What follows belongs to an exercise in optimizing a design on an open flow for small area, a short achievable clock period and few clock cycles per item; a production flow would make more cautious choices.
Where RTL was checked, it was by simulation tests only, not by an equivalence proof against the original.
Power figures rest on the tool's default switching activity, not on a simulated workload.

==> inputs of exp/tundra <==
## divide
module divide(clk, rst, new_inp, dvdend, len_a, dvsor, len_b, quotient, remainder, count_add, count_sub, done);
	input clk;
	input rst;
	input new_inp;
	input [31:0] dvdend, dvsor;
	input [4:0] len_a, len_b;
	output [31:0] quotient, remainder;
	output reg done;
	output reg [4:0] count_add, count_sub;
	reg [30:0] q;       
	reg [30:0] r;       
	reg z;              
	reg [30:0] h;       
	reg [3:0] m;        
	wire [5:0] sd = {1'b0, len_a} - {1'b0, len_b};
	wire bz = (dvsor[30:0] == 31'd0);
	wire lt = sd[5];
	wire [3:0] fs = len_a[4:1] - len_b[4:1] - {3'd0, len_b[0] & ~len_a[0]};
	wire [30:0] sh1 = fs[0] ? {dvsor[28:0], 2'b00} : dvsor[30:0];
	wire [30:0] sh2 = fs[1] ? {sh1[26:0], 4'h0} : sh1;
	wire [30:0] sh3 = fs[2] ? {sh2[22:0], 8'h00} : sh2;
	wire [30:0] h0 = fs[3] ? {sh3[14:0], 16'h0000} : sh3;
	wire [33:0] xa = {3'b000, r};
	wire [33:0] xb = ~{3'b000, h};
	wire [33:0] xc = ~{2'b00, h, 1'b0};
	wire [33:0] cs_s = xa ^ xb ^ xc;
	wire [33:0] cs_c = {(xa[32:0] & xb[32:0]) | (xa[32:0] & xc[32:0]) | (xb[32:0] & xc[32:0]), 1'b1};
	wire [31:0] a1_a = {1'b0,r};
	wire [31:0] a1_b = ~{1'b0,h};
	wire [31:0] a1_p = a1_a ^ a1_b;
	wire [31:0] a1_g = a1_a & a1_b;
	wire [31:0] a1_t = a1_a | a1_b;
	wire a1_gc = a1_t[0];
	wire a1_n1_g = a1_g[1] | (a1_t[1] & a1_gc);
	wire a1_n2_g = a1_g[3] | (a1_t[3] & a1_g[2]);
	wire a1_n2_p = a1_t[3] & a1_t[2];
	wire a1_n3_g = a1_g[5] | (a1_t[5] & a1_g[4]);
	wire a1_n3_p = a1_t[5] & a1_t[4];
	wire a1_n4_g = a1_g[7] | (a1_t[7] & a1_g[6]);
	wire a1_n4_p = a1_t[7] & a1_t[6];
	wire a1_n5_g = a1_g[9] | (a1_t[9] & a1_g[8]);
	wire a1_n5_p = a1_t[9] & a1_t[8];
	wire a1_n6_g = a1_g[11] | (a1_t[11] & a1_g[10]);
  ...
==> flow/config.mk <==
export PLATFORM = sky130hd
export DESIGN_NAME = divide
export DESIGN_NICKNAME = divide
export VERILOG_FILES = /design/flow/design.v
export SDC_FILE = /design/flow/constraint.sdc
export NUM_CORES = 4
export LEC_CHECK = 0
export ABC_AREA = 1
export CAP_MARGIN = 20
export CORE_MARGIN = 2
export CORE_UTILIZATION = 40
export GPL_TIMING_DRIVEN = 1
export SETUP_SLACK_MARGIN = 2.8
export SLEW_MARGIN = 20
export DONT_USE_CELLS = sky130_fd_sc_hd__fa_1 sky130_fd_sc_hd__fa_2 sky130_fd_sc_hd__fa_4 sky130_fd_sc_hd__ha_1 sky130_fd_sc_hd__ha_2 sky130_fd_sc_hd__ha_4
export BUFFER_PORTS_ARGS = -buffer_cell sky130_fd_sc_hd__buf_1
==> flow/constraint.sdc <==
create_clock -name core_clock -period 6.0 [get_ports {clk}]
set_input_delay 1.2000 -clock core_clock [delete_from_list [all_inputs] [get_ports {clk}]]
set_output_delay 1.2000 -clock core_clock [all_outputs]
set_load 0.01 [all_outputs]
standard.sh (not shown) runs the stock make flow with config.mk's settings and CLKGATE_MAP_FILE= SYNTH_SCRIPT=/design/flow/synth_recipe.tcl, a recipe that flattens the netlist after the stock synthesis.
==> flow/flow/run.sh <==
#!/bin/bash
# The standard layout (standard.sh: ORFS synthesis and every layout step
# unchanged) with two library choices added to config.mk:
#  - full and half adder cells are not used, so Yosys leaves adders to abc
#    as plain gates (faster than the fa/ha cells);
#  - buffer_ports inserts plain buf_1 port buffers (sized up later by the
#    repair steps where needed) instead of the delay cells it picks by default.
# Make's full output, with every tool's, goes to flow.log; ORFS also keeps
# each step's log under orfs/logs.
set -euo pipefail
cat >> config.mk <<'EOC'
export DONT_USE_CELLS = sky130_fd_sc_hd__fa_1 sky130_fd_sc_hd__fa_2 sky130_fd_sc_hd__fa_4 sky130_fd_sc_hd__ha_1 sky130_fd_sc_hd__ha_2 sky130_fd_sc_hd__ha_4
export BUFFER_PORTS_ARGS = -buffer_cell sky130_fd_sc_hd__buf_1
EOC
bash standard.sh finish > flow.log 2>&1
==> exp/cedar: changes against exp/tundra <==
--- a/flow/design.v
+++ b/flow/design.v
@@ -7,19 +7,18 @@
 	output [31:0] quotient, remainder;
 	output reg done;
 	output reg [4:0] count_add, count_sub;
 	reg [30:0] q;       
 	reg [30:0] r;       
 	reg z;              
 	reg [30:0] h;       
 	reg [3:0] m;        
-	wire [5:0] sd = {1'b0, len_a} - {1'b0, len_b};
-	wire bz = (dvsor[30:0] == 31'd0);
-	wire lt = sd[5];
+	wire bz = (len_b == 5'd1) & ~dvsor[0];
+	wire lt = len_a < len_b;
 	wire [3:0] fs = len_a[4:1] - len_b[4:1] - {3'd0, len_b[0] & ~len_a[0]};
 	wire [30:0] sh1 = fs[0] ? {dvsor[28:0], 2'b00} : dvsor[30:0];
 	wire [30:0] sh2 = fs[1] ? {sh1[26:0], 4'h0} : sh1;
 	wire [30:0] sh3 = fs[2] ? {sh2[22:0], 8'h00} : sh2;
 	wire [30:0] h0 = fs[3] ? {sh3[14:0], 16'h0000} : sh3;
 	wire [33:0] xa = {3'b000, r};
 	wire [33:0] xb = ~{3'b000, h};
 	wire [33:0] xc = ~{2'b00, h, 1'b0};
@@ -321,28 +320,28 @@
 		else if (start)
 			done <= bz | lt;
 		else if (!done)
 			done <= last;
 	end
 	always @(posedge clk) begin
 		if (done) begin
 			h <= h0;
-			m <= sd[4:1];
+			m <= fs;
 		end else begin
 			h <= h >> 2;
 			m <= m - 4'd1;
 		end
 	end
 	always @(posedge clk) begin
 		if (start) begin
 			r <= dvdend[30:0] | {31{bz}};
 			q <= {31{bz}};
 			z <= bz;
-			count_add <= (bz | lt | sd[0]) ? 5'd0 : 5'd31;
+			count_add <= (bz | lt | len_a[0] ^ len_b[0]) ? 5'd0 : 5'd31;
 			count_sub <= (bz | lt) ? 5'd0 : 5'd1;
 		end else if (!done) begin
 			if (c1)
 				r <= rn;
 			q <= {q[28:0], d1, d0};
 			count_add <= count_add + {4'd0, ~d1} + {4'd0, ~d0};
 			count_sub <= count_sub + {4'd0, d1} + {4'd0, d0 & ~last};
 		end
==> flow/config.mk (replaced) <==
export PLATFORM = sky130hd
export DESIGN_NAME = divide
export DESIGN_NICKNAME = divide
export VERILOG_FILES = /design/flow/design.v
export SDC_FILE = /design/flow/constraint.sdc
export NUM_CORES = 4
export LEC_CHECK = 0
export ABC_AREA = 1
export CAP_MARGIN = 20
export CORE_MARGIN = 2
export CORE_UTILIZATION = 40
export SETUP_SLACK_MARGIN = 2.9
export SLEW_MARGIN = 20
export DONT_USE_CELLS = sky130_fd_sc_hd__fa_1 sky130_fd_sc_hd__fa_2 sky130_fd_sc_hd__fa_4 sky130_fd_sc_hd__ha_1 sky130_fd_sc_hd__ha_2 sky130_fd_sc_hd__ha_4
export BUFFER_PORTS_ARGS = -buffer_cell sky130_fd_sc_hd__buf_1
==> summary.txt <==
Run status
  • Outcome: timing/DRC/antenna clean

Layout
  • Post-route cell area: 0.0122 mm^2
  • Storage cell area: 0.00291 mm^2
  • Area Overhead vs Synth: 17.0%
  • Clk cell area share: 2.51%
  • Footprint of the multi-input gates: 0.00678 mm^2

Global route
  • GR Util met2: approximately 37%

Power
  • Clock power share: 8.2%

Synthesis
  • Adder-cell share of the synthesized area: 0.0959%
  • Mapped Avg Cell Area: around 6.0 um^2
  • Sequential element share of the synthesized area: 27.9%
  • XOR/XNOR Fraction of Synth Area: under 10%

Floorplanning
  • Die Y-Extent: 166 um

Setup path
  • Slowest CP cell: maj3_2
The numbers above come from exp/cedar.

==> summary.txt <==
Power
  • Clock power share: 8.5%

Global route
  • GR Util met2: between 30% and 40%

Run status
  • Outcome: timing/DRC/antenna clean

Synthesis
  • Adder-cell share of the synthesized area: 0%
  • Mapped Avg Cell Area: 5.94 um^2

Layout
  • Area Overhead vs Synth: 14.7%
  • Clk cell area share: 2.69%
The numbers above come from exp/tundra.

Testbench counts of exp/cedar, summed over its fixed seeds: cycles 21,027, items 4,000.
Function not checked in exp/tundra: the RTL went through the layout flow alone.

separate check: timing with driven ports:
No port has a modelled driver above. Below, the same layouts with a new extraction and two added sets of constraints. Step 1 (the two cells are an assumption about what drives the block):
set clk [get_ports {clk}]
set_driving_cell -lib_cell sky130_fd_sc_hd__clkbuf_16 $clk
set_driving_cell -lib_cell sky130_fd_sc_hd__buf_2 [delete_from_list [all_inputs] $clk]
Step 2, shift: input delay + t, output delay - t, t = (earliest + latest rising clock arrival at the registers) / 2. This alone moves slack from input paths to output paths. a / b / c = ideal / step 1 / step 2; a / b = the first two.
run	t (ns)	setup WS [ns]	clock arrival spread, ns	worst register clock-pin slew, ns
exp/tundra	0.415	2.924 / 2.951 / 2.536	0.016 / 0.016	0.09 / 0.09
exp/cedar	0.418	2.967 / 2.990 / 2.571	0.019 / 0.019	0.09 / 0.09
After both steps every run listed still meets setup and hold. For exp/cedar, which loses most, drivers alone change the setup slack by +0.023 ns; drivers and shift together by -0.396 ns.
